From an optimization exercise on the open Yosys and OpenROAD flow, aimed at small area; shortcuts taken in it are not production practice. In this exercise RTL edits were held to simulation tests only and were not proved equivalent to the original.

$ cat design/flow/run.sh
#!/bin/bash
# synth_recipe.tcl (not shown) runs the flow's synth.tcl, then flattens the netlist and writes it again
# the make line also repeats each setting of config.mk as NAME=value (left out here)
make -C /OpenROAD-flow-scripts/flow DESIGN_CONFIG=/design/flow/config.mk WORK_HOME=/design/flow/orfs CLKGATE_MAP_FILE= SYNTH_SCRIPT=/design/flow/synth_recipe.tcl finish
$ cat design/flow/config.mk
export PLATFORM = sky130hd
export DESIGN_NAME = fft_top
export DESIGN_NICKNAME = fft_top
export VERILOG_FILES = /design/flow/design.v
export SDC_FILE = /design/flow/constraint.sdc
export NUM_CORES = 4
export LEC_CHECK = 0
export CAP_MARGIN = 20
export CORE_MARGIN = 2
export CORE_UTILIZATION = 40
export CTS_BUF_LIST = sky130_fd_sc_hd__clkbuf_4
export SLEW_MARGIN = 20
$ cat design/flow/constraint.sdc
create_clock -name core_clock -period 10.0 [get_ports {sys_clk}]
set_input_delay 2.0000 -clock core_clock [delete_from_list [all_inputs] [get_ports {sys_clk}]]
set_output_delay 2.0000 -clock core_clock [all_outputs]
set_load 0.01 [all_outputs]
$ cat design/flow/design.v
module clk_div (
    input            clk,
    input            rst_n,
    output reg [3:0] p
);
always @(posedge clk) begin
    if (!rst_n) p <= 4'd0;
    else        p <= p + 4'd1;
end
endmodule
module ads1258 (
    input             sysclk,
    input             locked,
    input             Rx_0,
    output reg        Tx_0,
    output reg        Clk_0,
    output reg        CS,
    output reg        en_Ain0,
    output reg [1:0]  tag,       
    output reg [23:0] sr         
);
wire [3:0] p;
clk_div u_sclk (.clk(sysclk), .rst_n(locked), .p(p));
wire pp = (p == 4'd9);
reg [2:0]  st;         
reg [2:0]  bn;         
reg        spi_stop, spi_start;
reg [4:0]  c;          
reg [12:0] wc;         
reg [7:0] code;
always @(*) begin
    case (c)
        5'd1:  code = 8'h60;  5'd2:  code = 8'h12;
        5'd3:  code = 8'h61;  5'd4:  code = 8'h10;
        5'd5:  code = 8'h62;  5'd6:  code = 8'h00;
        5'd7:  code = 8'h63;  5'd8:  code = 8'h00;
        5'd9:  code = 8'h64;  5'd10: code = 8'h07;
        5'd11: code = 8'h65;  5'd12: code = 8'h00;
        5'd13: code = 8'h66;  5'd14: code = 8'h00;
        5'd15: code = 8'h67;  5'd16: code = 8'hff;
        5'd17: code = 8'h68;  5'd18: code = 8'h00;
        5'd19: code = 8'h80;  5'd20: code = 8'h30;
        5'd21: code = 8'hff;  5'd22: code = 8'hff;
        5'd23: code = 8'hff;  5'd24: code = 8'hff;
        5'd26: code = 8'h80;
        default: code = 8'h00;
    endcase
end
wire txbit = code[~bn];
always @(posedge sysclk) begin
    if (!locked) begin
        st <= 3'd0; bn <= 3'd0;
        CS <= 1'b1; Clk_0 <= 1'b0; Tx_0 <= 1'b0;
        spi_stop <= 1'b0;
    end else begin
        if (pp) Clk_0 <= (st == 3'd3);
        case (st)
            3'd0: begin
                Tx_0 <= 1'b0;
                spi_stop <= 1'b0;
                if (spi_start) st <= 3'd1;
            end
            3'd1: if (pp) st <= 3'd2;
            3'd2: if (pp) begin
                Tx_0 <= txbit;
                bn <= bn + 3'd1;
                st <= 3'd3;
                CS <= 1'b0;
            end
            3'd3: if (pp) st <= (bn == 3'd0) ? 3'd4 : 3'd2;
            3'd4: if (pp) st <= 3'd5;
            default: begin
                Tx_0 <= 1'b0;
                st <= 3'd0;
                spi_stop <= 1'b1;
            end
        endcase
    end
end
always @(posedge sysclk) begin
    if (st == 3'd3 && pp) sr <= {sr[22:0], Rx_0};
end
wire wait_done = (c == 5'd0)  ? (wc == 13'd3840 && p == 4'd0) :
                 (c == 5'd19) ? (wc == 13'd6161 && p == 4'd4) :
                                (wc == 13'd6161 && p == 4'd5);
always @(posedge sysclk) begin
    if (!locked) begin
        spi_start <= 1'b0;
        c <= 5'd0;
        wc <= 13'd0;
        en_Ain0 <= 1'b0;
        tag <= 2'd3;
    end else begin
        en_Ain0 <= (c == 5'd25);
        if (c == 5'd21 && spi_stop)
            tag <= (sr[7:2] == 6'b100010) ? sr[1:0] : 2'd3;
        case (c)
            5'd0, 5'd19, 5'd26: begin
                if (wait_done) begin
                    spi_start <= 1'b1;
                    c <= (c == 5'd0) ? 5'd1 : 5'd20;
                    wc <= 13'd0;
                end else begin
                    spi_start <= 1'b0;
                    if (p == 4'd15) wc <= wc + 13'd1;
                end
            end
            5'd25: begin
                spi_start <= 1'b0;
                c <= 5'd26;
            end
            default: begin
                spi_start <= spi_stop;
                if (spi_stop) c <= c + 5'd1;
            end
        endcase
    end
end
endmodule
module pid_rca #(parameter N = 16) (
    input  [N-1:0] a,
    input  [N-1:0] b,
    input          ci,
    output [N-1:0] s,
    output         co
);
wire [N:0] c;
assign c[0] = ci;
genvar j;
generate for (j = 0; j < N; j = j + 1) begin : g
    assign s[j]   = a[j] ^ b[j] ^ c[j];
    assign c[j+1] = (a[j] & b[j]) | (a[j] & c[j]) | (b[j] & c[j]);
end endgenerate
assign co = c[N];
endmodule
module pid_div5 #(parameter N = 16) (
    input  [N-1:0] x,
    input          nbi,
    input          nr2i,
    input          nr1i,
    output [N-1:0] r,
    output         nbo
);
wire [N+1:0] nrr;
wire [N:0]   nb;
assign nrr[1:0] = {nr1i, nr2i};
assign nrr[N+1:2] = ~r;
assign nb[0] = nbi;
genvar j;
generate for (j = 0; j < N; j = j + 1) begin : g
    assign r[j]    = x[j] ^ nrr[j] ^ nb[j];
    assign nb[j+1] = (x[j] & nrr[j]) | (x[j] & nb[j]) | (nrr[j] & nb[j]);
end endgenerate
assign nbo = nb[N];
endmodule
module pid_div25 #(parameter N = 16) (
    input  [N-1:0] nx,
    input  [3:0]   wi,       
    input          b1i,
    input          b2i,
    output [N-1:0] w,
    output         b1o,
    output         b2o
);
wire [N+3:0] ww;
wire [N-1:0] np, nw;
wire [N:0]   b1, b2;
assign ww[3:0] = wi;
assign ww[N+3:4] = w;
assign b1[0] = b1i;
assign b2[0] = b2i;
genvar j;
generate for (j = 0; j < N; j = j + 1) begin : g
    assign np[j]   = nx[j] ^ ww[j+1] ^ b1[j];
    assign b1[j+1] = (nx[j] & ww[j+1]) | (nx[j] & b1[j]) | (ww[j+1] & b1[j]);
    assign nw[j]   = np[j] ^ ww[j] ^ b2[j];
    assign b2[j+1] = (np[j] & ww[j]) | (np[j] & b2[j]) | (ww[j] & b2[j]);
    assign w[j]    = ~nw[j];
end endgenerate
assign b1o = b1[N];
assign b2o = b2[N];
endmodule
module PID_UV_LED (
    input  wire        clk,
    input  wire        rst_n,
    input  wire [31:0] P_measure,
    input  wire [31:0] P_target,
    output wire [31:0] i_current
);
reg  [31:0] eb;
reg         ke;
wire [15:0] neb_lo_n, neb_hi_n;
wire        nke_n;
wire [31:0] nP_target = ~P_target;
pid_rca #(16) u_e0 (.a(nP_target[15:0]),  .b(P_measure[15:0]),  .ci(1'b0), .s(neb_lo_n), .co(nke_n));
pid_rca #(16) u_e1 (.a(nP_target[31:16]), .b(P_measure[31:16]), .ci(1'b1), .s(neb_hi_n), .co());
wire [15:0] er_hi;
pid_rca #(16) u_e2 (.a(eb[31:16]), .b(16'd0), .ci(ke), .s(er_hi), .co());
reg  [31:0] ib;
reg         ki;
wire [15:0] ib_lo_n, ib_hi_n;
wire        ki_n;
pid_rca #(16) u_i0 (.a(ib[15:0]),  .b(eb[15:0]), .ci(1'b0), .s(ib_lo_n), .co(ki_n));
pid_rca #(16) u_i1 (.a(ib[31:16]), .b(er_hi),    .ci(ki),   .s(ib_hi_n), .co());
wire [15:0] rl;
wire        nrl_b;
pid_div5 #(16) u_r0 (.x(ib_lo_n), .nbi(1'b1), .nr2i(1'b1), .nr1i(1'b1), .r(rl), .nbo(nrl_b));
reg  [2:0]  nrs;
wire [15:0] xh, rh;
pid_rca  #(16) u_x  (.a(ib[31:16]), .b({ib[9:0], 6'd0}), .ci(ki), .s(xh), .co());
pid_div5 #(16) u_r1 (.x(xh), .nbi(nrs[2]), .nr2i(nrs[1]), .nr1i(nrs[0]), .r(rh), .nbo());
reg  [15:0] npe_lo;
reg  [14:0] pe_hi;
wire [15:0] nxl;
wire        dbw_n;
pid_rca #(16) u_d0 (.a(npe_lo), .b(eb[15:0]), .ci(1'b0), .s(nxl), .co(dbw_n));
wire [10:0] q_hi;
pid_rca #(11) u_d1 (.a(pe_hi[14:4]), .b(nxl[10:0]), .ci(1'b1), .s(q_hi), .co());
wire [15:0] wl;
wire        wl_b1, wl_b2;
pid_div25 #(16) u_w0 (.nx(nxl), .wi(4'd0), .b1i(1'b0), .b2i(1'b0), .w(wl), .b1o(wl_b1), .b2o(wl_b2));
reg  [14:0] ndq;
reg         dbw;
reg  [5:0]  ws;
wire [14:0] nxph, wh;
pid_rca   #(15) u_d2 (.a(ndq), .b(pe_hi), .ci(dbw), .s(nxph), .co());
pid_div25 #(15) u_w1 (.nx(nxph), .wi(ws[5:2]), .b1i(ws[1]), .b2i(ws[0]), .w(wh), .b1o(), .b2o());
wire [6:0]  a_hi;
pid_rca #(7) u_a (.a(eb[8:2]), .b(eb[6:0]), .ci(1'b0), .s(a_hi), .co());
wire [8:0]  aa = {a_hi, eb[1:0]};
wire [8:0]  bb = rh[15:7];
wire [8:0]  cc = wh[14:6];
wire [8:0]  s1 = aa ^ bb ^ cc;
wire [8:0]  k1 = (aa & bb) | (aa & cc) | (bb & cc);
wire [9:0]  cs_hi;
pid_rca #(9) u_c (.a({1'b0, s1[8:1]}), .b(k1), .ci(1'b0), .s(cs_hi[8:0]), .co(cs_hi[9]));
reg  [10:0] cs;
reg  [17:0] ic;
wire [17:0] ic_sum;
pid_rca #(18) u_s (.a(ic), .b({7'd0, cs}), .ci(1'b0), .s(ic_sum), .co());
wire        clamp = (ic > 18'd167772);
always @(posedge clk) begin
    if (!rst_n) begin
        eb <= 32'd0; ke <= 1'b0;
        ib <= 32'd0; ki <= 1'b0;
        nrs <= 3'b111;
        npe_lo <= 16'hffff; pe_hi <= 15'd0;
        ndq <= 15'h7fff; dbw <= 1'b0; ws <= 6'd0;
        cs <= 11'd0;
        ic <= 18'd0;
    end else begin
        eb <= ~{neb_hi_n, neb_lo_n}; ke <= ~nke_n;
        ib <= {ib_hi_n, ib_lo_n}; ki <= ki_n;
        nrs <= {nrl_b, ~rl[14], ~rl[15]};
        npe_lo <= ~eb[15:0]; pe_hi <= er_hi[14:0];
        ndq <= ~{q_hi, pe_hi[3:0]}; dbw <= dbw_n;
        ws <= {wl[15], wl[14], wl[13], wl[12], wl_b1, wl_b2};
        cs <= {cs_hi, s1[0]};
        ic <= clamp ? 18'd167772 : ic_sum;
    end
end
assign i_current = {14'd0, ic};
endmodule
module fft_top(
    input          sys_clk,
    input          sys_rst_n,
    input          Rx_0,
    output         Tx_0,
    output         Clk_0,
    output         CS,
    output [31:0]  ad_data0,
    output [31:0]  ad_data1,
    output [31:0]  ad_data2,
    output         en_Ain0,
    output         en_Ain1,
    input  [31:0]  P_target,
    output [31:0]  i_current,
    input  [31:0]  P_measure
);
wire [1:0]  tag;
wire [23:0] sr;
ads1258 u_ads1258 (
    .sysclk(sys_clk), .locked(sys_rst_n), .Rx_0(Rx_0),
    .Tx_0(Tx_0), .Clk_0(Clk_0), .CS(CS),
    .en_Ain0(en_Ain0), .tag(tag), .sr(sr)
);
assign en_Ain1 = en_Ain0;
reg [23:0] d0, d1, d2;
always @(posedge sys_clk) begin
    if (!sys_rst_n) begin
        d0 <= 24'd7; d1 <= 24'd7; d2 <= 24'd0;
    end else if (en_Ain0) begin
        if (tag == 2'd0) d0 <= sr;
        if (tag == 2'd1) d1 <= sr;
        if (tag == 2'd2) d2 <= sr;
    end
end
assign ad_data0 = {8'd0, d0};
assign ad_data1 = {8'd0, d1};
assign ad_data2 = {8'd0, d2};
PID_UV_LED PID_UV_LED (
    .clk(sys_clk), .rst_n(sys_rst_n),
    .P_measure(P_measure), .P_target(P_target), .i_current(i_current)
);
endmodule
==> notes.md, run 1 <==
* Status: no timing/DRC/antenna violations
* Gr ovfl total at 0
* IO Port Bufs at 161
* Core Region at 39,500 um^2
* Routed Antenna Nets at 0
* Post-DR vias/cell at 4.49
* Starting Density at 0.403
* Most frequent cells in the layout: 292 x inv_1, 267 x dfxtp_1, 216 x fa_1
* Worst hold slack at 383 ps
* Routed len/inst at 14.6 um
* Synth cell types at 71
* Final Max Slew Viols at 0
* Worst path cell trace: fa_1 > fa_1 > fa_1 > inv_1 > fa_1 > fa_1 > fa_1 > inv_1 > fa_1 > fa_1 > inv_1 > fa_1 > fa_1 > inv_1 > fa_1 > inv_1 > fa_1 > fa_1 > fa_1 > fa_1 > fa_1 > fa_1 > ha_1 > and2_1
* Row count at 73
* Setup TNS at 0 ps
* PostCTS Resize Cnt at 0
* H-tree lvl count at 3
* DRC at 0
* Clock latency at the later pin of the worst-skew pair at 740 ps
* Max Cap Violations at 0
* IO Pins at 200
* DP HPWL at 25,800 um
* Clock root buffer: clkbuf_4
* Max stage delay on crit path at 590 ps
* Startpoint Class: register
* Top FF cell, synth: dfxtp_1
* EDFF count, synth at 24
* Via Count at 10,558
* Final Non-Filler Cells at 2,353
* Iteration-0 DRC Markers at 440
* Worst Path Arrival at 9870 ps
* Worst-Margin Slew at 1110 ps
* DR pass1 iterations at 5
* Crit-path most repeated cell: fa_1
* All-Layer GR Usage at 0.176
* Initial antenna violation count at 1
* Period utilization at 0.925
* Worst Path Max Fanout at 3
* Overall die width at 204 um
* Area grow syn2layout at 19.1%
* Post-Place Cells at 2,202
* Total length of routed wires at 34,500 um
* Die area at 41,400 um^2
* Sequential cell area fraction in the yosys report at 0.381
* Final setup fails at 0
* Worst Path Required at 10,610 ps
* Slew HR at 0.260
* Number of global-route vias before repair at 11,289
* Syn avg cell area at 10.2 um^2
* Worst-path clk slew at 60 ps
* Clk_skew at 35.3 ps
* Nets@finish at 2,102
* Synth async-reset ratio at 0
* First-pass GRT wire length at 57,400 um
* Hold Fails Final Rpt at 0
* Largest net degree at the start of global routing at 109
* Mapped cell area at 15,900 um^2
* Worst setup EP type: register
* Post-Synthesis Cells at 1,568
* Hold/Removal Path Class: reg2reg
* Die Y-Extent at 204 um
* Final min period at 9250 ps
* Setup CP Type: reg2reg
* CP max stage cell: fa_1
* Num CTS Buffers at 83
* YS warnings at 4
* Clock sinks at 291
* RSZ-0062 raised after global routing: false
* Max Buffers Root-to-Sink at 3
* Gp weighted congestion at 0.854
* Setup bufs post-CTS at 0
* Flops & latches, synth at 291
* Most common cell after layout, fill and taps aside: inv_1
* CTS tree: done
* Hold bufs inserted after CTS at 0
* Layout cells sized above 1 at 0.0914
* Max Clock Freq at 108 MHz
==> path summary, 6_finish.rpt <==
check | from | end | slack [ps] | depth (start not counted)
worst min register to register | PID_UV_LED.pe_hi[2] | PID_UV_LED.ndq[2] | 380 | 1
worst max-delay path | PID_UV_LED.dbw | PID_UV_LED.cs[9] | 750 | 24
worst min-delay path | PID_UV_LED.pe_hi[2] | PID_UV_LED.ndq[2] | 380 | 1
worst max register to register | PID_UV_LED.dbw | PID_UV_LED.cs[9] | 750 | 24
==> cells by family (layout without fill, tap and decap cells) <==
| kind of cell | count (synthesis) | count (layout) | share of synthesized area |
|---|---|---|---|
| DFF | 291 | 291 | 0.381 |
| adders and majority gates | 271 | 271 | 0.315 |
| AOI/OAI and AO/OA | 134 | 134 | 0.0526 |
| buffers and inverters | 386 | 608 | 0.101 |
| and+or+nand+nor | 438 | 438 | 0.122 |
| other | 1 | 39 | 0.000235 |
| xor gates and xnor gates | 34 | 34 | 0.0187 |
| muxes | 13 | 13 | 0.00997 |
==> area by class of cell <==
| cell class | count | area (um^2) |
|---|---|---|
| Fill cell | 3667 | 20600 |
| Multi-Input combinational cell | 928 | 8410 |
| Sequential cell | 291 | 6070 |
| Timing Repair Buffer | 165 | 1650 |
| Inverter | 295 | 1120 |
| Clock buffer | 126 | 946 |
| Tap cell | 525 | 657 |
| Clock inverter | 22 | 123 |
| Antenna cell | 1 | 2.50 |
==> worst max-delay path, delay by kind of cell (launching register included) <==
family / cells / cell delay (ps)
flip-flops: 1 / 320
adder cells (fa/ha/maj): 18 / 8300
AND/OR/NAND/NOR: 1 / 150
buffers and inverters: 5 / 390
==> stage by stage <==
step	setup slack (ps)	area [um^2]	utilization
2_1_floorplan	1050	16100	-
3_3_place_gp	814	17900	0.452
3_5_place_dp	697	17900	0.452
4_1_cts	717	18900	0.479
5_1_grt	317	19000	0.480
6_report	746	19000	0.480
==> registers in the layout (all words and copies together), names as in the netlist, 16 cells and up <==
name and flops:
PID_UV_LED.eb 32, PID_UV_LED.npe_lo 16, PID_UV_LED.ic 18, u_ads1258.sr 24
d0 24, PID_UV_LED.ib 32, d2 24, d1 24
==> synth_stat cells, types with 2 or more instances <==
master | count | share of area
nor2_1 | 132 | 0.031
a311o_1 | 2 | 0.0013
inv_1 | 293 | 0.069
ha_1 | 55 | 0.043
nand3b_1 | 4 | 0.0019
dfxtp_1 | 267 | 0.34
nand3_1 | 19 | 0.0060
a31o_2 | 3 | 0.0016
o22ai_1 | 3 | 0.0012
or3_1 | 5 | 0.0020
nand2_1 | 204 | 0.048
o21a_1 | 2 | 0.00094
a2111o_1 | 2 | 0.0014
a31oi_1 | 3 | 0.0012
mux2_2 | 2 | 0.0014
buf_2 | 2 | 0.00063
nor3_1 | 7 | 0.0022
edfxtp_1 | 24 | 0.045
nand4b_1 | 3 | 0.0016
clkbuf_1 | 46 | 0.011
o31ai_1 | 4 | 0.0019
buf_4 | 39 | 0.018
mux2i_1 | 8 | 0.0050
nor4b_1 | 2 | 0.0011
and4b_1 | 2 | 0.0013
xnor2_1 | 22 | 0.012
or2_2 | 2 | 0.00079
o31a_1 | 3 | 0.0016
nand4_1 | 7 | 0.0027
o21ai_0 | 13 | 0.0041
and2_1 | 28 | 0.011
a21oi_1 | 84 | 0.026
fa_1 | 216 | 0.27
and3b_1 | 2 | 0.0011
mux4_2 | 2 | 0.0028
xor2_1 | 12 | 0.0066
nand2b_1 | 5 | 0.0020
o21bai_1 | 2 | 0.00094
nor2b_1 | 3 | 0.0012
buf_1 | 3 | 0.00071
==> metal layers <==
layer | up-vias | GRT usage | routed length (um)
met5 | - | 0 | 0
met4 | 0 | 0.0555 | 546
met3 | 46 | 0.0374 | 1650
met2 | 211 | 0.293 | 16800
met1 | 5162 | 0.229 | 15500
li1 | 5139 | - | -
==> run 2: changes to the inputs <==
--- a/design/flow/config.mk
+++ b/design/flow/config.mk
@@ -8,5 +8,4 @@
 export CAP_MARGIN = 20
 export CORE_MARGIN = 2
 export CORE_UTILIZATION = 40
-export CTS_BUF_LIST = sky130_fd_sc_hd__clkbuf_4
 export SLEW_MARGIN = 20
==> notes.md, run 2 <==
* Area grow syn2layout at 19.4%
* Commonest cells in the synthesized netlist: 293 x inv_1, 267 x dfxtp_1, 216 x fa_1
* Yosys top cell by area: dfxtp_1
* Most common cell after layout, fill and taps aside: inv_1
* Regs by FF count: PID_UV_LED.eb (32), PID_UV_LED.ib (32)
* Routed Antenna Nets at 0
* Num CTS Buffers at 35
* Final Non-Filler Cells at 2,266
* Period utilization at 0.925
* Fill cell count at 3,608
* Die Y-Extent at 204 um
* Max Buffers Root-to-Sink at 3
* Gp weighted congestion at 0.854
* Post-route cell area at 19,000 um^2
* Max stage delay on crit path at 590 ps
* Clock root buffer: clkbuf_16
* Hold Fails Final Rpt at 0
* All-Layer GR Usage at 0.170
* Routed len/inst at 14.9 um
* Worst path cell trace: fa_1 > fa_1 > fa_1 > inv_1 > fa_1 > fa_1 > fa_1 > inv_1 > fa_1 > fa_1 > inv_1 > fa_1 > fa_1 > inv_1 > fa_1 > inv_1 > fa_1 > fa_1 > fa_1 > fa_1 > fa_1 > fa_1 > ha_1 > and2_1
* Gr ovfl total at 0
* Synth async-reset ratio at 0
* Starting Density at 0.403
* Syn avg cell area at 10.2 um^2
* First-pass GRT wire length at 56,100 um
* Worst setup startpoint: PID_UV_LED.dbw
* Row count at 73
* Initial antenna violation count at 0
* Top FF cell, synth: dfxtp_1
* Final min period at 9250 ps
* Clock sinks at 291
* PostCTS Resize Cnt at 0
* Number of global-route vias before repair at 10,827
* Layout cells sized above 1 at 0.0500
* Worst hold start: PID_UV_LED.eb[11]
* Sequential cell area fraction in the yosys report at 0.381
* Hold/Removal Path Class: reg2reg
* Largest net degree at the start of global routing at 109
* Slew HR at 0.291
* Worst setup EP type: register
* Worst Path Arrival at 9660 ps
* Worst hold slack at 388 ps
* Placed Area at 17,900 um^2
* RSZ-0062 raised after global routing: false
* Hold bufs inserted after CTS at 0
* Synth cell types at 71
* Nets@finish at 2,055
* IO Port Bufs at 161
* CP max stage cell: fa_1
* Register Area at 6070 um^2
* YS warnings at 4
* Iteration-0 DRC Markers at 442
* Worst-path clk slew at 60 ps
* Status: no timing/DRC/antenna violations
* Worst reg2reg startpoint: PID_UV_LED.dbw
* Met3 Use GR at 0.0243
* EDFF count, synth at 24
* Via Count at 10,254
* Worst-Margin Slew at 1060 ps
* M1 GR Usage at 0.230
* Flops & latches, synth at 291
* Count leader, synth: inv_1
* Core Region at 39,500 um^2
* Max Clock Freq at 108 MHz
* H-tree lvl count at 2
* Crit-path most repeated cell: fa_1
* Diodes inserted at 0
* IO Pins at 200
* Worst path bufs/invs at 5
* Worst Path Max Fanout at 3
* Yosys top cell area share at 0.336
* Overall die width at 204 um
* Busiest grt layer: met2
* Area occupied by multi-input gates at 8410 um^2
* Worst Path Required at 10,410 ps
* Reg2reg setup slack at 750 ps
* Setup bufs post-CTS at 0
* Final Max Slew Viols at 0
* Die area at 41,400 um^2
* Post-Place Cells at 2,202
* Max Cap Violations at 0
* Final setup fails at 0
* Total length of routed wires at 33,700 um
* Post-DR vias/cell at 4.53
* Top delay family on crit path: adder cells
* Clock latency at the later pin of the worst-skew pair at 510 ps
* DP HPWL at 25,800 um
* Startpoint Class: register
* Most frequent cells in the layout: 293 x inv_1, 267 x dfxtp_1, 216 x fa_1
* Clk_skew at 15.2 ps
* DRC at 0
* Mapped cell area at 15,900 um^2
* Post-Synthesis Cells at 1,568
* CTS tree: done
* DR pass1 iterations at 5
* M2 GR Usage at 0.290
* Setup CP Type: reg2reg
* Setup TNS at 0 ps
* Top post-synthesis cells by area: dfxtp_1 34%, fa_1 27%, inv_1 6.9%, nand2_1 4.8%, edfxtp_1 4.5%
run 2: cell types whose count changed in the layout (fill, tap and decap cells not counted), moves of 2 or more:
cell,before,now
clkbuf_1,0,5
clkbuf_16,0,36
clkbuf_4,126,0
clkbuf_8,0,5
clkinv_1,15,3
clkinv_2,1,5
inv_2,3,0
inv_6,1,3
run 2: path summary, 6_finish.rpt:
check,endpoint,cells past startpoint
worst max-delay path,PID_UV_LED.cs[9],24
worst min-delay path,PID_UV_LED.npe_lo[11],1
worst max register to register,PID_UV_LED.cs[9],24
worst min register to register,PID_UV_LED.npe_lo[11],1
run 2: logic make-up (layout without fill, tap and decap cells):
logic type / count (synthesis) / in the layout / synth area share
other: 1 / 38 / 0.000235
multiplexers: 13 / 13 / 0.00997
flip-flops: 291 / 291 / 0.381
XOR/XNOR: 34 / 34 / 0.0187
AO/OA/AOI/OAI: 134 / 134 / 0.0526
AND/OR/NAND/NOR: 438 / 438 / 0.122
adder cells (fa/ha/maj): 271 / 271 / 0.315
buffers and inverters: 386 / 522 / 0.101
run 2: final cells by class:
class	count	share of cell area
Tap cell	525	0.0345
Multi-Input combinational cell	928	0.442
Clock inverter	15	0.00658
Timing Repair Buffer	166	0.0874
Inverter	295	0.0587
Sequential cell	291	0.319
Clock buffer	46	0.0520
run 2: through the flow:
| stage | setup slack (ps) | util |
|---|---|---|
| 2_1_floorplan | 1050 | - |
| 3_3_place_gp | 814 | 0.452 |
| 3_5_place_dp | 697 | 0.452 |
| 4_1_cts | 696 | 0.480 |
| 5_1_grt | 296 | 0.481 |
| 6_report | 748 | 0.481 |
run 2: routing by layer:
metal	vias to the layer above	part of all wire
li1	4981	-
met1	5080	0.46
met2	158	0.49
met3	35	0.034
met4	0	0.016
met5	-	0
==> run 3: changes to the inputs <==
--- a/design/flow/design.v
+++ b/design/flow/design.v
@@ -1,11 +1,19 @@
 module clk_div (
-    input            clk,
-    input            rst_n,
-    output reg [3:0] p
-);
+    input             clk,
+    input             rst_n,
+    input             wclr,
+    output reg [3:0]  p,
+    output reg [12:0] wc
+);
+wire [16:0] nx = {wc, p} + 17'd1;
 always @(posedge clk) begin
-    if (!rst_n) p <= 4'd0;
-    else        p <= p + 4'd1;
+    if (!rst_n) begin
+        p  <= 4'd0;
+        wc <= 13'd0;
+    end else begin
+        p  <= nx[3:0];
+        wc <= wclr ? 13'd0 : nx[16:4];
+    end
 end
 endmodule
 module ads1258 (
@@ -19,14 +27,18 @@
     output reg [1:0]  tag,       
     output reg [23:0] sr         
 );
-wire [3:0] p;
-clk_div u_sclk (.clk(sysclk), .rst_n(locked), .p(p));
+localparam IDLE = 3'd0, WAIT1 = 3'd1, BIT = 3'd2, CLKH = 3'd3, ENDB = 3'd4;
+reg  [4:0]  c;          
+reg  [2:0]  st;         
+reg  [2:0]  bn;         
+wire [3:0]  p;
+wire [12:0] wc;
+wire in_wait   = (c == 5'd0) || (c == 5'd19) || (c == 5'd26);
+wire wait_done = in_wait && (p == 4'd0) &&
+                 (wc == ((c == 5'd0) ? 13'd3840 : 13'd6161));
+clk_div u_sclk (.clk(sysclk), .rst_n(locked), .wclr(!in_wait || wait_done), .p(p), .wc(wc));
 wire pp = (p == 4'd9);
-reg [2:0]  st;         
-reg [2:0]  bn;         
-reg        spi_stop, spi_start;
-reg [4:0]  c;          
-reg [12:0] wc;         
+wire byte_done = (st == ENDB) && pp;
 reg [7:0] code;
 always @(*) begin
     case (c)
@@ -46,73 +58,48 @@
         default: code = 8'h00;
     endcase
 end
-wire txbit = code[~bn];
 always @(posedge sysclk) begin
     if (!locked) begin
-        st <= 3'd0; bn <= 3'd0;
+        st <= IDLE; bn <= 3'd0;
         CS <= 1'b1; Clk_0 <= 1'b0; Tx_0 <= 1'b0;
-        spi_stop <= 1'b0;
-    end else begin
-        if (pp) Clk_0 <= (st == 3'd3);
+    end else begin
+        if (pp) Clk_0 <= (st == CLKH);
         case (st)
-            3'd0: begin
+            IDLE: begin
                 Tx_0 <= 1'b0;
-                spi_stop <= 1'b0;
-                if (spi_start) st <= 3'd1;
+                if (wait_done) st <= WAIT1;
             end
-            3'd1: if (pp) st <= 3'd2;
-            3'd2: if (pp) begin
-                Tx_0 <= txbit;
+            WAIT1: begin
+                Tx_0 <= 1'b0;
+                if (pp) st <= BIT;
+            end
+            BIT: if (pp) begin
+                Tx_0 <= code[~bn];
                 bn <= bn + 3'd1;
-                st <= 3'd3;
+                st <= CLKH;
                 CS <= 1'b0;
             end
-            3'd3: if (pp) st <= (bn == 3'd0) ? 3'd4 : 3'd2;
-            3'd4: if (pp) st <= 3'd5;
-            default: begin
-                Tx_0 <= 1'b0;
-                st <= 3'd0;
-                spi_stop <= 1'b1;
-            end
+            CLKH: if (pp) st <= (bn == 3'd0) ? ENDB : BIT;
+            default: if (pp) st <= (c == 5'd19 || c == 5'd26) ? IDLE : WAIT1;
         endcase
     end
 end
 always @(posedge sysclk) begin
-    if (st == 3'd3 && pp) sr <= {sr[22:0], Rx_0};
-end
-wire wait_done = (c == 5'd0)  ? (wc == 13'd3840 && p == 4'd0) :
-                 (c == 5'd19) ? (wc == 13'd6161 && p == 4'd4) :
-                                (wc == 13'd6161 && p == 4'd5);
+    if (st == CLKH && pp) sr <= {sr[22:0], Rx_0};
+    if (c == 5'd21 && byte_done)
+        tag <= (sr[7:2] == 6'b100010) ? sr[1:0] : 2'd3;
+end
 always @(posedge sysclk) begin
     if (!locked) begin
-        spi_start <= 1'b0;
         c <= 5'd0;
-        wc <= 13'd0;
         en_Ain0 <= 1'b0;
-        tag <= 2'd3;
-    end else begin
-        en_Ain0 <= (c == 5'd25);
-        if (c == 5'd21 && spi_stop)
-            tag <= (sr[7:2] == 6'b100010) ? sr[1:0] : 2'd3;
+    end else begin
+        en_Ain0 <= (c == 5'd25) && (p == 4'd12);
         case (c)
-            5'd0, 5'd19, 5'd26: begin
-                if (wait_done) begin
-                    spi_start <= 1'b1;
-                    c <= (c == 5'd0) ? 5'd1 : 5'd20;
-                    wc <= 13'd0;
-                end else begin
-                    spi_start <= 1'b0;
-                    if (p == 4'd15) wc <= wc + 13'd1;
-                end
-            end
-            5'd25: begin
-                spi_start <= 1'b0;
-                c <= 5'd26;
-            end
-            default: begin
-                spi_start <= spi_stop;
-                if (spi_stop) c <= c + 5'd1;
-            end
+            5'd0:          if (wait_done) c <= 5'd1;
+            5'd19, 5'd26:  if (wait_done) c <= 5'd20;
+            5'd25:         if (p == 4'd12) c <= 5'd26;
+            default:       if (byte_done) c <= c + 5'd1;
         endcase
     end
 end
@@ -239,9 +226,12 @@
 wire [17:0] ic_sum;
 pid_rca #(18) u_s (.a(ic), .b({7'd0, cs}), .ci(1'b0), .s(ic_sum), .co());
 wire        clamp = (ic > 18'd167772);
+reg  rst_d;
+wire run = rst_n & ~rst_d;
 always @(posedge clk) begin
-    if (!rst_n) begin
-        eb <= 32'd0; ke <= 1'b0;
+    rst_d <= ~rst_n;
+    eb <= ~{neb_hi_n, neb_lo_n}; ke <= ~nke_n;
+    if (!run) begin
         ib <= 32'd0; ki <= 1'b0;
         nrs <= 3'b111;
         npe_lo <= 16'hffff; pe_hi <= 15'd0;
@@ -249,7 +239,6 @@
         cs <= 11'd0;
         ic <= 18'd0;
     end else begin
-        eb <= ~{neb_hi_n, neb_lo_n}; ke <= ~nke_n;
         ib <= {ib_hi_n, ib_lo_n}; ki <= ki_n;
         nrs <= {nrl_b, ~rl[14], ~rl[15]};
         npe_lo <= ~eb[15:0]; pe_hi <= er_hi[14:0];
--- a/design/flow/config.mk
+++ b/design/flow/config.mk
@@ -8,4 +8,7 @@
 export CAP_MARGIN = 20
 export CORE_MARGIN = 2
 export CORE_UTILIZATION = 40
+export CTS_BUF_LIST = sky130_fd_sc_hd__clkbuf_8
+export CTS_CLUSTER_DIAMETER = 60
+export CTS_CLUSTER_SIZE = 12
 export SLEW_MARGIN = 20
==> notes.md, run 3 <==
* Yosys top cell by area: dfxtp_1
* Commonest cells in the synthesized netlist: 332 x inv_1, 264 x dfxtp_1, 216 x fa_1
* Worst setup EP type: register
* Initial antenna violation count at 0
* First-pass GRT wire length at 51,900 um
* IO Pins at 200
* Placed Area at 17,700 um^2
* Total length of routed wires at 31,100 um
* Via Count at 9,629
* Clk_skew at 40.5 ps
* Diodes inserted at 0
* Post-Synthesis Cells at 1,530
* Worst-path clk slew at 90 ps
* Iteration-0 DRC Markers at 335
* Period utilization at 0.918
* Overall die width at 202 um
* Final Non-Filler Cells at 2,216
* Clock latency at the later pin of the worst-skew pair at 630 ps
* All-Layer GR Usage at 0.158
* Setup bufs post-CTS at 0
* Regs by FF count: PID_UV_LED.eb (32), PID_UV_LED.ib (32)
* Number of global-route vias before repair at 10,083
* YS warnings at 4
* Hold/Removal Path Class: reg2reg
* Max Buffers Root-to-Sink at 3
* EDFF count, synth at 26
* H-tree lvl count at 1
* Pre-CTS setup slack at 771 ps
* Worst Path Max Fanout at 3
* Post-Place Cells at 2,167
* Starting Density at 0.405
* Worst Path Required at 10,510 ps
* DP HPWL at 24,100 um
* Clock sinks at 290
* Setup TNS at 0 ps
* Die Y-Extent at 202 um
* Row count at 72
* Synth cell types at 63
* Top FF cell, synth: dfxtp_1
* Worst-Margin Slew at 1020 ps
* Syn avg cell area at 10.3 um^2
* Count leader, synth: inv_1
* Num CTS Buffers at 29
* DRC at 0
* Layout cells sized above 1 at 0.0406
* Slew HR at 0.320
* Die area at 40,900 um^2
* DR pass1 iterations at 5
* Most common cell after layout, fill and taps aside: inv_1
* Synth async-reset ratio at 0
* Clock root buffer: clkbuf_8
* Core Region at 38,700 um^2
* CTS tree: done
* Routed len/inst at 14.1 um
* Nets@finish at 2,018
* Mapped cell area at 15,700 um^2
* Final min period at 9180 ps
* Final setup fails at 0
* Top post-synthesis cells by area: dfxtp_1 34%, fa_1 28%, inv_1 7.9%, edfxtp_1 5.0%, nand2_1 4.6%
* Gr ovfl total at 0
* Flops & latches, synth at 290
* Hold bufs inserted after CTS at 0
* Status: no timing/DRC/antenna violations
* Setup CP Type: reg2reg
* Post-route cell area at 18,200 um^2
* Max Clock Freq at 109 MHz
* Area grow syn2layout at 15.9%
* Worst Path Arrival at 9690 ps
* Max Cap Violations at 0
* Routed Antenna Nets at 0
* Most frequent cells in the layout: 345 x inv_1, 264 x dfxtp_1, 216 x fa_1
* Final Max Slew Viols at 0
* Sequential cell area fraction in the yosys report at 0.386
* RSZ-0062 raised after global routing: false
* Gp weighted congestion at 0.804
* IO Port Bufs at 161
* Startpoint Class: register
* Setup WS post-layout at 818 ps
* PostCTS Resize Cnt at 0
* Largest net degree at the start of global routing at 80
* Post-DR vias/cell at 4.35
* Yosys top cell area share at 0.337
* Hold Fails Final Rpt at 0
[run 3: final cells by class]
cell class | instances | area [um^2]
repair buffers | 171 | 1700
inverters | 334 | 1250
flip-flops and latches | 290 | 6070
fillers | 3649 | 20500
clock buffers | 30 | 413
multi-input cells | 857 | 8040
well taps | 518 | 648
clock inverters | 16 | 80.1
[run 3: per-stage QoR]
stage / util / hold WS [ps]
floorplan: - / 358
global placement: 0.456 / 365
detailed placement: 0.456 / 368
CTS: 0.469 / 380
global route: 0.470 / 402
finish: 0.470 / 373
[run 3: kinds of logic after synthesis]
kind of cell             Yosys count  share of synthesized area
AO/OA/AOI/OAI                    120                     0.0457
XOR/XNOR                          37                     0.0206
adder cells (fa/ha/maj)          268                      0.317
buffers and inverters            420                      0.112
flip-flops                       290                      0.386
multiplexers                      13                     0.0101
other                              1                   0.000239
AND/OR/NAND/NOR                  381                      0.109
[run 3: worst paths after layout]
kind / startpoint / to / slack, ps / depth (start not counted)
max: PID_UV_LED.dbw / PID_UV_LED.cs[9] / 820 / 24
min: PID_UV_LED.eb[6] / PID_UV_LED.npe_lo[6] / 370 / 1
max reg2reg: PID_UV_LED.dbw / PID_UV_LED.cs[9] / 820 / 24
min reg2reg: PID_UV_LED.eb[6] / PID_UV_LED.npe_lo[6] / 370 / 1
[run 3: critical path, stage by stage, from the launching register on]
cell and delay (ps):
dfxtp_1 320, fa_1 500, fa_1 460, fa_1 540, inv_1 50, fa_1 440, fa_1 540, fa_1 430
inv_1 70, fa_1 430, fa_1 580, inv_1 110, fa_1 460, fa_1 540, inv_1 50, fa_1 580
inv_1 80, fa_1 480, fa_1 460, fa_1 390, fa_1 390, fa_1 390, fa_1 370, ha_1 260
and2_1 130
[run 3: metal layers]
metal | track usage | vias to the layer above | share of wire | wire length, um
met2 | 0.251 | 177 | 0.45 | 14100
met5 | 0 | - | 0 | 0
li1 | - | 4793 | - | -
met3 | 0.0218 | 41 | 0.040 | 1230
met4 | 0.0386 | 0 | 0.019 | 589
met1 | 0.228 | 4618 | 0.49 | 15200
==> run 4: changes to the inputs <==
--- a/design/flow/config.mk
+++ b/design/flow/config.mk
@@ -8,7 +8,4 @@
 export CAP_MARGIN = 20
 export CORE_MARGIN = 2
 export CORE_UTILIZATION = 40
-export CTS_BUF_LIST = sky130_fd_sc_hd__clkbuf_8
-export CTS_CLUSTER_DIAMETER = 60
-export CTS_CLUSTER_SIZE = 12
 export SLEW_MARGIN = 20
==> notes.md, run 4 <==
* Status: no timing/DRC/antenna violations
* Clock latency at the later pin of the worst-skew pair at 570 ps
* Largest net degree at the start of global routing at 80
* Clk_skew at 11.5 ps
* Starting Density at 0.405
* Sequential cell area fraction in the yosys report at 0.386
* Diodes inserted at 0
* Total length of routed wires at 31,300 um
* Gr ovfl total at 0
* Clock root buffer: clkbuf_16
* Hold bufs inserted after CTS at 0
* Reg-to-reg endpoint: PID_UV_LED.cs[9]
* Initial antenna violation count at 0
* Setup bufs post-CTS at 0
* Overall die width at 202 um
* Yosys top cell by area: dfxtp_1
* Num CTS Buffers at 30
* Worst Path Required at 10,460 ps
* Top FF cell, synth: dfxtp_1
* Area grow syn2layout at 19.0%
* Worst-path clk slew at 60 ps
* Fill cell count at 3,581
* Worst path bufs/invs at 5
* Register Area at 6070 um^2
* DP HPWL at 24,100 um
* CTS tree: done
* Regs by FF count: PID_UV_LED.eb (32), PID_UV_LED.ib (32)
* Commonest cells in the synthesized netlist: 332 x inv_1, 264 x dfxtp_1, 216 x fa_1
* Worst setup EP type: register
* Reg2reg setup slack at 840 ps
* Final setup fails at 0
* Worst setup startpoint: PID_UV_LED.dbw
* Top delay family on crit path: adder cells
* First-pass GRT wire length at 52,000 um
* Top post-synthesis cells by area: dfxtp_1 34%, fa_1 28%, inv_1 7.9%, edfxtp_1 5.0%, nand2_1 4.6%
* Die area at 40,900 um^2
* Worst Setup EP: PID_UV_LED.cs[9]
* Setup CP Type: reg2reg
* Worst path cell trace: fa_1 > fa_1 > fa_1 > inv_1 > fa_1 > fa_1 > fa_1 > inv_1 > fa_1 > fa_1 > inv_1 > fa_1 > fa_1 > inv_1 > fa_1 > inv_1 > fa_1 > fa_1 > fa_1 > fa_1 > fa_1 > fa_1 > ha_1 > and2_1
* Flops & latches, synth at 290
* Worst reg2reg startpoint: PID_UV_LED.dbw
* Area occupied by multi-input gates at 8040 um^2
* Max Clock Freq at 109 MHz
* Number of global-route vias before repair at 10,182
* Yosys top cell area share at 0.337
* IO Port Bufs at 161
* Period utilization at 0.916
* Post-Synthesis Cells at 1,530
* Worst-Margin Slew at 1010 ps
* Core Region at 38,700 um^2
* Routed len/inst at 14.1 um
* Post-Route Utilization at 0.483
* RSZ-0062 raised after global routing: false
* Synth async-reset ratio at 0
* Most frequent cells in the layout: 332 x inv_1, 264 x dfxtp_1, 216 x fa_1
* Max Buffers Root-to-Sink at 3
* Synth cell types at 63
* IO Pins at 200
* Max Cap Violations at 0
* PostCTS Resize Cnt at 0
* Row count at 72
* Hold Fails Final Rpt at 0
* Startpoint Class: register
* DRC at 0
* Crit-path most repeated cell: fa_1
* Critical Path Stages at 24
* Die Y-Extent at 202 um
* Mapped cell area at 15,700 um^2
* Final Non-Filler Cells at 2,225
* Most common cell after layout, fill and taps aside: inv_1
* DR pass1 iterations at 4
* Slew HR at 0.324
* Worst Path Max Fanout at 3
* Clock sinks at 290
* Post-DR vias/cell at 4.38
* Post-Place Cells at 2,167
* Iteration-0 DRC Markers at 384
* EDFF count, synth at 26
* Worst Path Arrival at 9620 ps
* Hold/Removal Path Class: reg2reg
* Setup TNS at 0 ps
* Final Max Slew Viols at 0
* Worst r2r path cells at 24
* All-Layer GR Usage at 0.159
* YS warnings at 4
* CP max stage cell: fa_1
* Layout cells sized above 1 at 0.0504
* Via Count at 9,745
* Nets@finish at 2,019
* Count leader, synth: inv_1
* Max stage delay on crit path at 580 ps
* Gp weighted congestion at 0.804
* H-tree lvl count at 1
* Syn avg cell area at 10.3 um^2
* Routed Antenna Nets at 0
* Final min period at 9160 ps
==> run 4: cell families after synthesis <==
logic type,count (synthesis),share of synthesized area
simple gates,381,0.109
xor+xnor,37,0.0206
compound gates,120,0.0457
buf+inv,420,0.112
mux,13,0.0101
flops,290,0.386
other cells,1,0.000239
fa+ha+maj,268,0.317
==> run 4: layout make-up <==
| cell class | instances | share of cell area |
|---|---|---|
| tap | 518 | 0.0347 |
| inverter | 334 | 0.0671 |
| multi-input combinational | 857 | 0.430 |
| clock buffer | 43 | 0.0471 |
| sequential | 290 | 0.325 |
| clock inverter | 12 | 0.00562 |
| timing repair buffer | 171 | 0.0907 |
==> run 4: per-layer routing <==
layer | routed length [um] | global-route usage | share of wire
met1 | 15100 | 0.228 | 0.48
met5 | 0 | 0 | 0
met4 | 697 | 0.0438 | 0.022
met3 | 1330 | 0.0237 | 0.043
met2 | 14200 | 0.251 | 0.45
==> run 4: worst register-to-register path, delay by kind of cell, from the launching register on <==
kind / cells / cell delay, ps
adders and majority gates: 18 / 8250
buffers and inverters: 5 / 360
DFF: 1 / 320
and+or+nand+nor: 1 / 130
==> run 4: how the worst min path moves through the flow <==
| stage | start | endpoint | slack (ps) | depth (start not counted) |
|---|---|---|---|---|
| detailed placement | PID_UV_LED.eb[10] | PID_UV_LED.npe_lo[10] | 370 | 1 |
| CTS | PID_UV_LED.eb[10] | PID_UV_LED.npe_lo[10] | 380 | 1 |
| global route | PID_UV_LED.eb[7] | PID_UV_LED.npe_lo[7] | 390 | 1 |
| finish | PID_UV_LED.eb[10] | PID_UV_LED.npe_lo[10] | 380 | 1 |
| floorplan | PID_UV_LED.pe_hi[1] | PID_UV_LED.ndq[1] | 360 | 1 |
| global placement | PID_UV_LED.eb[10] | PID_UV_LED.npe_lo[10] | 370 | 1 |
==> run 4: stage by stage <==
stage	setup slack (ps)	hold WS, ps	cell area (um^2)
final	838	379	18700
after detailed placement	771	368	17700
after global routing	403	392	18700
after floorplan	1070	358	15800
after CTS	761	382	18700
after global placement	856	365	17700
==> run 5: changes to the inputs <==
==> design/flow/flow/run.sh (new file) <==
#!/bin/bash
# Own layout flow: the standard flow, with two changes.
#  1. Port buffers are the smallest buffer cell (buffer_ports -buffer_cell).
#  2. After the standard synthesis, flow/faflip.py re-chooses the polarity
#     of the full-adder cells to drop inverters (registers untouched).
# Each tool's output goes to a log file of its own in this folder.
set -euo pipefail
export BUFFER_PORTS_ARGS="-buffer_cell sky130_fd_sc_hd__buf_1"
R=orfs/results/${FLOW_PLATFORM}/fft_top/base
bash standard.sh synth > synth.log 2>&1
cp $R/1_2_yosys.v 1_2_yosys.standard.v
python3 flow/faflip.py 1_2_yosys.standard.v $R/1_2_yosys.v > faflip.log 2>&1
bash standard.sh > layout.log 2>&1
==> design/flow/flow/faflip.py (new file) <==
#!/usr/bin/env python3
"""Re-choose the polarity of full-adder cells in a mapped netlist.

A full adder is self-dual: complementing its three inputs complements both
outputs. Yosys picks the polarity of each extracted adder on its own, which
leaves inverters on many adder inputs and outputs. This script chooses, for
every sky130 fa cell, whether to use it as is or complemented so that fewer
signals need an inverter, then rebuilds the inverters the netlist needs.
Registers and all other cells are left as they are.

usage: faflip.py IN.v OUT.v
"""
import re, sys, random, collections

src = open(sys.argv[1]).read()
m = re.search(r'module\s+(\w+)\s*\((.*?)\);', src, re.S)
top = m.group(1)
body = src[m.end():src.rindex('endmodule')]

decls = []      # port / wire declaration lines, kept verbatim
cells = []      # [type, name, {pin: net}]
pos = 0
cell_re = re.compile(r'\s*(\S+)\s+(\\\S+\s|\S+)\s*\((.*?)\);', re.S)
for stmt in re.finditer(r'(input|output|inout|wire)\b[^;]*;|(\S+)\s+(\\\S+\s|\S+)\s*\(((?:[^;])*?)\);', body, re.S):
    if stmt.group(1):
        decls.append(stmt.group(0).strip())
    else:
        typ, name, conns = stmt.group(2), stmt.group(3), stmt.group(4)
        pins = {}
        for pm in re.finditer(r'\.(\w+)\s*\(\s*((?:\\\S+\s)|[^()\s]+(?:\s*\[[^\]]*\])?)\s*\)', conns):
            pins[pm.group(1)] = pm.group(2).strip() if not pm.group(2).startswith('\\') else pm.group(2).rstrip() + ' '
        cells.append([typ, name, pins])

OUTP = {'X', 'Y', 'Q', 'Q_N', 'SUM', 'COUT', 'HI', 'LO'}
def is_inv(t):
    return re.match(r'sky130_fd_sc_hd__(clk)?inv_\d+$', t) is not None
def is_fa(t):
    return re.match(r'sky130_fd_sc_hd__fa_\d+$', t) is not None

inputs, outputs = set(), set()
for d in decls:
    mm = re.match(r'(input|output)\s*(\[(\d+):(\d+)\])?\s*(.*?);', d, re.S)
    if not mm:
        continue
    names = [x.strip() for x in mm.group(5).split(',')]
    for nm in names:
        if mm.group(2):
            hi, lo = int(mm.group(3)), int(mm.group(4))
            bits = [f'{nm}[{i}]' for i in range(min(hi, lo), max(hi, lo) + 1)]
        else:
            bits = [nm]
        (inputs if mm.group(1) == 'input' else outputs).update(bits)

def key(n):
    return n.strip()

driver = {}
loads = collections.defaultdict(list)
for ci, (t, nm, pins) in enumerate(cells):
    for p, n in pins.items():
        if p in OUTP:
            driver[key(n)] = (ci, p)
        else:
            loads[key(n)].append((ci, p))
for o in outputs:
    loads[o].append((None, 'PORT'))

netname = {}
for t, nm, pins in cells:
    for p, n in pins.items():
        netname[key(n)] = n

# root of each net through inverter chains
rootmemo = {}
def root(n):
    if n in rootmemo:
        return rootmemo[n]
    d = driver.get(n)
    if d is not None and is_inv(cells[d[0]][0]):
        a = key(cells[d[0]][2]['A'])
        r, p = root(a)
        res = (r, p ^ 1)
    else:
        res = (n, 0)
    rootmemo[n] = res
    return res

allnets = set(driver) | set(loads)
# consumers per root: list of (cell index or None, pin, polarity)
cons = collections.defaultdict(list)
for n in allnets:
    r, p = root(n)
    for ci, pin in loads.get(n, []):
        if ci is not None and is_inv(cells[ci][0]):
            continue
        cons[r].append((ci, pin, p))
fa_ids = [i for i, c in enumerate(cells) if is_fa(c[0])]
x = {i: 0 for i in fa_ids}
fixed = set()
# never flip an adder whose output net is a port or has no usable name
for i in fa_ids:
    for p in ('SUM', 'COUT'):
        n = cells[i][2].get(p)
        if n is not None and key(n) in outputs:
            fixed.add(i)

def drv_flip(r):
    d = driver.get(r)
    if d is not None and d[0] in x:
        return x[d[0]]
    return 0

def cost(r):
    f = drv_flip(r)
    for ci, pin, p in cons[r]:
        if (p ^ (x[ci] if ci in x else 0) ^ f):
            return 1
    return 0

roots_of = collections.defaultdict(set)
for r in cons:
    d = driver.get(r)
    if d is not None and d[0] in x:
        roots_of[d[0]].add(r)
    for ci, pin, p in cons[r]:
        if ci in x:
            roots_of[ci].add(r)
roots = list(cons)
before = sum(cost(r) for r in roots)

def delta(group):
    rs = set()
    for i in group:
        rs |= roots_of[i]
    b = sum(cost(r) for r in rs)
    for i in group:
        x[i] ^= 1
    a = sum(cost(r) for r in rs)
    for i in group:
        x[i] ^= 1
    return a - b

# carry-chain neighbours
nbr = collections.defaultdict(set)
for i in fa_ids:
    for r in roots_of[i]:
        for j in [driver.get(r, (None,))[0]] + [ci for ci, _, _ in cons[r]]:
            if j in x and j != i:
                nbr[i].add(j)

rng = random.Random(1)
free = [i for i in fa_ids if i not in fixed]
best = dict(x); bestc = before; cur = before
T = 1.0
for it in range(200000):
    i = rng.choice(free)
    if rng.random() < 0.3 and nbr[i]:
        j = rng.choice(sorted(nbr[i]))
        g = [i] if j in fixed else [i, j]
    else:
        g = [i]
    dl = delta(g)
    if dl <= 0 or rng.random() < pow(2.718, -dl / T):
        for k in g:
            x[k] ^= 1
        cur += dl
        if cur < bestc:
            bestc = cur; best = dict(x)
    T = max(0.02, 1.0 * (1 - it / 150000))
x = best
after = sum(cost(r) for r in roots)

# rebuild
FLIP = {'A': 'A', 'B': 'B', 'CIN': 'CIN'}
newcells = []
newwires = []
cnt = [0]
def fresh(base):
    cnt[0] += 1
    nm = 'faflip_n%d' % cnt[0]
    newwires.append(nm)
    return nm
invnet = {}   # root -> net carrying the complement of the physical root
for r in roots:
    f = drv_flip(r)
    need = [(ci, pin) for ci, pin, p in cons[r] if p ^ (x[ci] if ci in x else 0) ^ f]
    if not need:
        continue
    ports = [1 for ci, pin in need if ci is None]
    assert not ports, ('output port needs an inverted value', r)
    invnet[r] = fresh(r)
# connect consumers
for r in roots:
    f = drv_flip(r)
    for ci, pin, p in cons[r]:
        if ci is None:
            continue
        want = p ^ (x[ci] if ci in x else 0) ^ f
        cells[ci][2][pin] = invnet[r] if want else netname.get(r, r)
for r, nn in invnet.items():
    newcells.append(['sky130_fd_sc_hd__inv_1', 'faflip_i%s' % nn.split('n')[-1], {'A': netname.get(r, r), 'Y': nn}])
# an output port that was fed through inverters must now be driven directly
for o in outputs:
    r, p = root(o)
    assert p == 0 and drv_flip(r) == 0, ('port polarity', o)

out = ['/* faflip: %d -> %d inverted signals */' % (before, after),
       'module %s(%s);' % (top, m.group(2).strip())]
for d in decls:
    out.append('  ' + d)
for w in newwires:
    out.append('  wire %s;' % w)
for t, nm, pins in cells:
    if is_inv(t):
        continue
    out.append('  %s %s (%s);' % (t, nm, ', '.join('.%s(%s)' % (p, n) for p, n in pins.items())))
for t, nm, pins in newcells:
    out.append('  %s %s (%s);' % (t, nm, ', '.join('.%s(%s)' % (p, n) for p, n in pins.items())))
out.append('endmodule')
open(sys.argv[2], 'w').write('\n'.join(out) + '\n')
ninv = sum(1 for c in cells if is_inv(c[0]))
print('adders %d, flipped %d; inverted signals %d -> %d; inverter cells %d -> %d'
      % (len(fa_ids), sum(x.values()), before, after, ninv, len(newcells)))
==> design/flow/standard.sh (new file) <==
#!/bin/bash
# synth_recipe.tcl (not shown) runs the flow's synth.tcl, then flattens the netlist and writes it again
# the make line also repeats each setting of config.mk as NAME=value (left out here)
make -C /OpenROAD-flow-scripts/flow DESIGN_CONFIG=/design/flow/config.mk WORK_HOME=/design/flow/orfs CLKGATE_MAP_FILE= SYNTH_SCRIPT=/design/flow/synth_recipe.tcl "${@:-finish}"
--- a/design/flow/config.mk
+++ b/design/flow/config.mk
@@ -7,5 +7,8 @@
 export LEC_CHECK = 0
 export CAP_MARGIN = 20
 export CORE_MARGIN = 2
-export CORE_UTILIZATION = 40
+export CORE_UTILIZATION = 65
+export CTS_BUF_LIST = sky130_fd_sc_hd__clkbuf_8
+export CTS_CLUSTER_DIAMETER = 60
+export CTS_CLUSTER_SIZE = 16
 export SLEW_MARGIN = 20
removed: design/flow/run.sh
==> notes.md, run 5 <==
* IO Port Bufs at 161
* Num CTS Buffers at 25
* Fill cell count at 1,726
* Final Non-Filler Cells at 1,811
* Final Max Slew Viols at 0
* First-pass GRT wire length at 45,300 um
* Setup CP Type: reg2reg
* Via Count at 9,173
* Worst setup startpoint: PID_UV_LED.dbw
* IO Pins at 200
* Mapped cell area at 15,100 um^2
* Post-DR vias/cell at 5.07
* Worst Path Max Fanout at 1
* Status: no timing/DRC/antenna violations
* Worst-path clk slew at 100 ps
* Worst Path Arrival at 10,020 ps
* CTS tree: done
* Max Clock Freq at 105 MHz
* Gp weighted congestion at 0.813
* Setup TNS at 0 ps
* Max Cap Violations at 0
* RSZ-0062 raised after global routing: false
* Post-Synthesis Cells at 1,361
* Gr ovfl total at 0
* Area grow syn2layout at 8.08%
* Clock latency at the later pin of the worst-skew pair at 560 ps
* Worst reg2reg startpoint: PID_UV_LED.dbw
* Hold Fails Final Rpt at 0
* Syn avg cell area at 11.1 um^2
* Starting Density at 0.664
* Worst setup EP type: register
* YS warnings at 4
* Nets@finish at 1,844
* All-Layer GR Usage at 0.235
* Iteration-0 DRC Markers at 498
* Hold/Removal Path Class: reg2reg
* Worst hold slack at 407 ps
* Most frequent cells in the layout: 264 x dfxtp_1, 214 x fa_1, 193 x nand2_1
* DRC at 0
* Die area at 24,400 um^2
* Period utilization at 0.957
* Reg-to-reg endpoint: PID_UV_LED.cs[9]
* Row count at 55
* Clock sinks at 290
* Final min period at 9570 ps
* Startpoint Class: register
* Slew HR at 0.274
* Final setup fails at 0
* H-tree lvl count at 1
* Die Y-Extent at 156 um
* Register Area at 6070 um^2
* Initial antenna violation count at 0
* Worst hold start: PID_UV_LED.pe_hi[0]
* Regs by FF count: PID_UV_LED.eb (32), PID_UV_LED.ib (32)
* DR pass1 iterations at 4
* Hold endpoint: PID_UV_LED.ndq[0]
* DP HPWL at 20,900 um
* Layout cells sized above 1 at 0.0472
* Reg2reg setup slack at 430 ps
* Max Buffers Root-to-Sink at 3
* Most common cell after layout, fill and taps aside: dfxtp_1
* Worst Path Required at 10,450 ps
* Number of global-route vias before repair at 9,051
* Clock root buffer: clkbuf_8
* Overall die width at 156 um
* Clk_skew at 23.2 ps
* Worst-Margin Slew at 1090 ps
* Routed len/inst at 15.2 um
* Routed Antenna Nets at 0
* Total length of routed wires at 27,500 um
* Worst r2r path cells at 22
* Area occupied by multi-input gates at 8060 um^2
* Hold Crit Depth at 1
* Post-Place Cells at 1,764
* Largest net degree at the start of global routing at 81
* Core Region at 22,700 um^2
-- run 5: cell type report --
type / instances / area share
clock buffer: 28 / 0.0237
sequential: 290 / 0.372
antenna: 1 / 0.000154
multi-input combinational: 857 / 0.495
clock inverter: 15 / 0.00768
timing repair buffer: 170 / 0.0416
inverter: 165 / 0.0380
tap: 285 / 0.0219
-- run 5: worst max path at each step --
stage,to,slack [ps],cells after the start
2_1_floorplan,PID_UV_LED.cs[9],510,22
3_3_place_gp,PID_UV_LED.cs[9],370,22
3_5_place_dp,PID_UV_LED.cs[9],270,22
4_1_cts,PID_UV_LED.cs[9],260,22
5_1_grt,PID_UV_LED.cs[9],7,23
6_report,PID_UV_LED.cs[9],430,22
-- run 5: stage by stage --
stage                     utilization  worst slack, ps  cell area, um^2
after floorplan                     -              513            15200
after global placement          0.693              372            15700
after detailed placement        0.693              269            15700
after CTS                       0.716              258            16300
after global routing            0.717             6.52            16300
final                           0.717              435            16300
-- run 5: critical path, stage by stage, from the launching register on --
cell	delay, ps
dfxtp_1	330
fa_1	440
fa_1	460
fa_1	460
fa_1	460
fa_1	460
fa_1	470
fa_1	470
fa_1	460
fa_2	410
fa_2	400
fa_1	450
fa_1	460
fa_1	460
fa_1	570
fa_1	450
fa_1	520
inv_1	50
fa_1	460
fa_1	450
fa_1	380
ha_1	270
and2_1	130
-- run 5: metal layers --
layer | routed length [um] | vias up | track usage | part of all wire
li1 | - | 4452 | - | -
met1 | 13100 | 4461 | 0.355 | 0.48
met2 | 12500 | 225 | 0.372 | 0.46
met3 | 1300 | 35 | 0.0271 | 0.047
met4 | 530 | 0 | 0.0516 | 0.019
met5 | 0 | - | 0 | 0
-- run 5: timing repair --
action / 4_1_cts / 5_1_grt
endpoints found under the hold margin: 0 / 0
hold buffers: 0 / 0
resized for setup: 0 / 2
buffers inserted: 0 / 0
setup endpoints to repair: 0 / 1
==> run 6: changes to the inputs <==
--- a/design/flow/config.mk
+++ b/design/flow/config.mk
@@ -5,9 +5,10 @@
 export SDC_FILE = /design/flow/constraint.sdc
 export NUM_CORES = 4
 export LEC_CHECK = 0
+export ABC_AREA = 1
 export CAP_MARGIN = 20
 export CORE_MARGIN = 2
-export CORE_UTILIZATION = 65
+export CORE_UTILIZATION = 80
 export CTS_BUF_LIST = sky130_fd_sc_hd__clkbuf_8
 export CTS_CLUSTER_DIAMETER = 60
 export CTS_CLUSTER_SIZE = 16
==> notes.md, run 6 <==
* Post-Place Cells at 1,792
* Worst r2r path cells at 24
* Gp weighted congestion at 0.850
* CTS tree: done
* Nets@finish at 1,917
* Starting Density at 0.807
* Fill cell count at 1,002
* Max stage delay on crit path at 590 ps
* Hold Crit Depth at 1
* Routed Antenna Nets at 0
* Most frequent cells in the layout: 264 x dfxtp_1, 237 x inv_1, 212 x fa_1
* Post-Synthesis Cells at 1,429
* First-pass GRT wire length at 50,500 um
* Pre-CTS setup slack at 72.5 ps
* Hold bufs inserted after CTS at 0
* Initial antenna violation count at 0
* Critical Path Stages at 24
* Via Count at 9,766
* Status: no timing/DRC/antenna violations
* Setup TNS at 0 ps
* Core Region at 18,600 um^2
* Worst setup EP type: register
* Syn avg cell area at 10.5 um^2
* Regs by FF count: PID_UV_LED.eb (32), PID_UV_LED.ib (32)
* Startpoint Class: register
* Worst path cell trace: fa_1 > fa_2 > fa_2 > fa_1 > fa_1 > fa_1 > fa_1 > fa_1 > fa_1 > fa_1 > fa_1 > fa_2 > fa_2 > fa_1 > fa_1 > fa_1 > xor2_1 > xnor2_1 > xor2_1 > fa_1 > fa_1 > ha_1 > inv_1 > nor2_1
* Max Clock Freq at 104 MHz
* Crit-path most repeated cell: fa_1
* Hold Fails Final Rpt at 0
* Num CTS Buffers at 22
* Diodes inserted at 0
* Clk_skew at 36.7 ps
* Worst Path Max Fanout at 1
* Setup CP Type: reg2reg
* Die Y-Extent at 141 um
* Final setup fails at 0
* CP max stage cell: fa_1
* Mapped cell area at 15,000 um^2
* Final Max Slew Viols at 0
* Worst setup startpoint: PID_UV_LED.ndq[0]
* Period utilization at 0.966
* Setup bufs post-CTS at 0
* Layout cells sized above 1 at 0.0403
* Max Cap Violations at 0
* Top delay family on crit path: adder cells
* Final Non-Filler Cells at 1,824
* Routed len/inst at 16.7 um
* Worst path bufs/invs at 1
* Max Buffers Root-to-Sink at 3
* Reg2reg setup slack at 340 ps
* Final min period at 9660 ps
* Clock root buffer: clkbuf_8
* Total length of routed wires at 30,500 um
* Reg-to-reg endpoint: PID_UV_LED.cs[9]
* IO Pins at 200
* Area grow syn2layout at 6.86%
* H-tree lvl count at 1
* Worst-Margin Slew at 1080 ps
* Iteration-0 DRC Markers at 628
* Post-DR vias/cell at 5.35
* Setup WS post-layout at 338 ps
* Worst Path Required at 10,430 ps
* Gr ovfl total at 0
* Worst Setup EP: PID_UV_LED.cs[9]
* Overall die width at 141 um
* Clock sinks at 290
* Largest net degree at the start of global routing at 88
* Most common cell after layout, fill and taps aside: dfxtp_1
* Die area at 19,900 um^2
* RSZ-0062 raised after global routing: false
* IO Port Bufs at 161
* Slew HR at 0.280
* DR pass1 iterations at 8
* DRC at 0
* Number of global-route vias before repair at 10,658
* Row count at 50
* Worst-path clk slew at 100 ps
* All-Layer GR Usage at 0.323
* Hold/Removal Path Class: reg2reg
* Clock latency at the later pin of the worst-skew pair at 570 ps
* Worst Path Arrival at 10,090 ps
* DP HPWL at 23,900 um
* YS warnings at 4
* Worst reg2reg startpoint: PID_UV_LED.ndq[0]
==> run 6: worst min-delay path by stage <==
stage / end / startpoint / slack, ps
5_1_grt: PID_UV_LED.ndq[2] / PID_UV_LED.pe_hi[2] / 440
2_1_floorplan: PID_UV_LED.ndq[0] / PID_UV_LED.pe_hi[0] / 380
3_5_place_dp: PID_UV_LED.ndq[2] / PID_UV_LED.pe_hi[2] / 400
4_1_cts: PID_UV_LED.ndq[2] / PID_UV_LED.pe_hi[2] / 410
3_3_place_gp: PID_UV_LED.ndq[0] / PID_UV_LED.pe_hi[0] / 390
6_report: PID_UV_LED.ndq[2] / PID_UV_LED.pe_hi[2] / 410
==> run 6: cell type report <==
cell class | count | area [um^2] | share of cell area
Multi-Input combinational cell | 868 | 7780 | 0.485
Clock inverter | 9 | 47.5 | 0.00297
Inverter | 232 | 871 | 0.0543
Tap cell | 234 | 293 | 0.0183
Clock buffer | 23 | 317 | 0.0198
Timing Repair Buffer | 168 | 658 | 0.0411
Sequential cell | 290 | 6070 | 0.378
==> run 6: layer usage <==
metal | up-vias | global-route usage | wire length (um) | share of wire
li1 | 4576 | - | - | -
met1 | 4764 | 0.381 | 11200 | 0.37
met2 | 339 | 0.581 | 16100 | 0.53
met3 | 87 | 0.0571 | 1770 | 0.058
met4 | 0 | 0.150 | 1460 | 0.048
met5 | - | 0 | 0 | 0
==> run 6: timing repair <==
action,in CTS,in global routing
endpoints found under the setup margin,0,3
hold endpoints to repair,0,0
resized for setup,0,4
==> run 6: through the flow <==
step,hold slack [ps],utilization,area [um^2]
floorplan,380,-,15100
global placement,387,0.842,15700
detailed placement,397,0.842,15700
CTS,412,0.862,16000
global route,439,0.863,16000
finish,413,0.863,16000

==> re-timing with driven ports <==
The results above use ideal ports. As a check the final layouts listed here were re-extracted and re-timed, cells and wires unchanged.
Step 1: set_driving_cell puts a clkbuf_16 on sys_clk and a buf_2 on each other input, an assumption about the parent block.
Step 2 moves the port delays by t, midway between the first and last clock arrival at a register: inputs arrive t later, outputs are due t later. That takes back most of the time a late clock gives input paths.
a / b / c = ideal / step 1 / step 2; a / b = the first two.
run | t, ns | slack for setup (ns) | worst data-port slew with drivers (ns)
run 1 | 0.780 | 0.746 / 0.746 / 0.746 | 0.05
run 2 | 0.566 | 0.748 / 0.748 / 0.748 | 0.05
run 3 | 0.657 | 0.818 / 0.818 / 0.818 | 0.07
run 4 | 0.608 | 0.838 / 0.838 / 0.838 | 0.08
run 5 | 0.589 | 0.435 / 0.435 / 0.435 | 0.08
run 6 | 0.597 | 0.338 / 0.338 / 0.338 | 0.05
After both steps setup and hold are still met in every run listed.
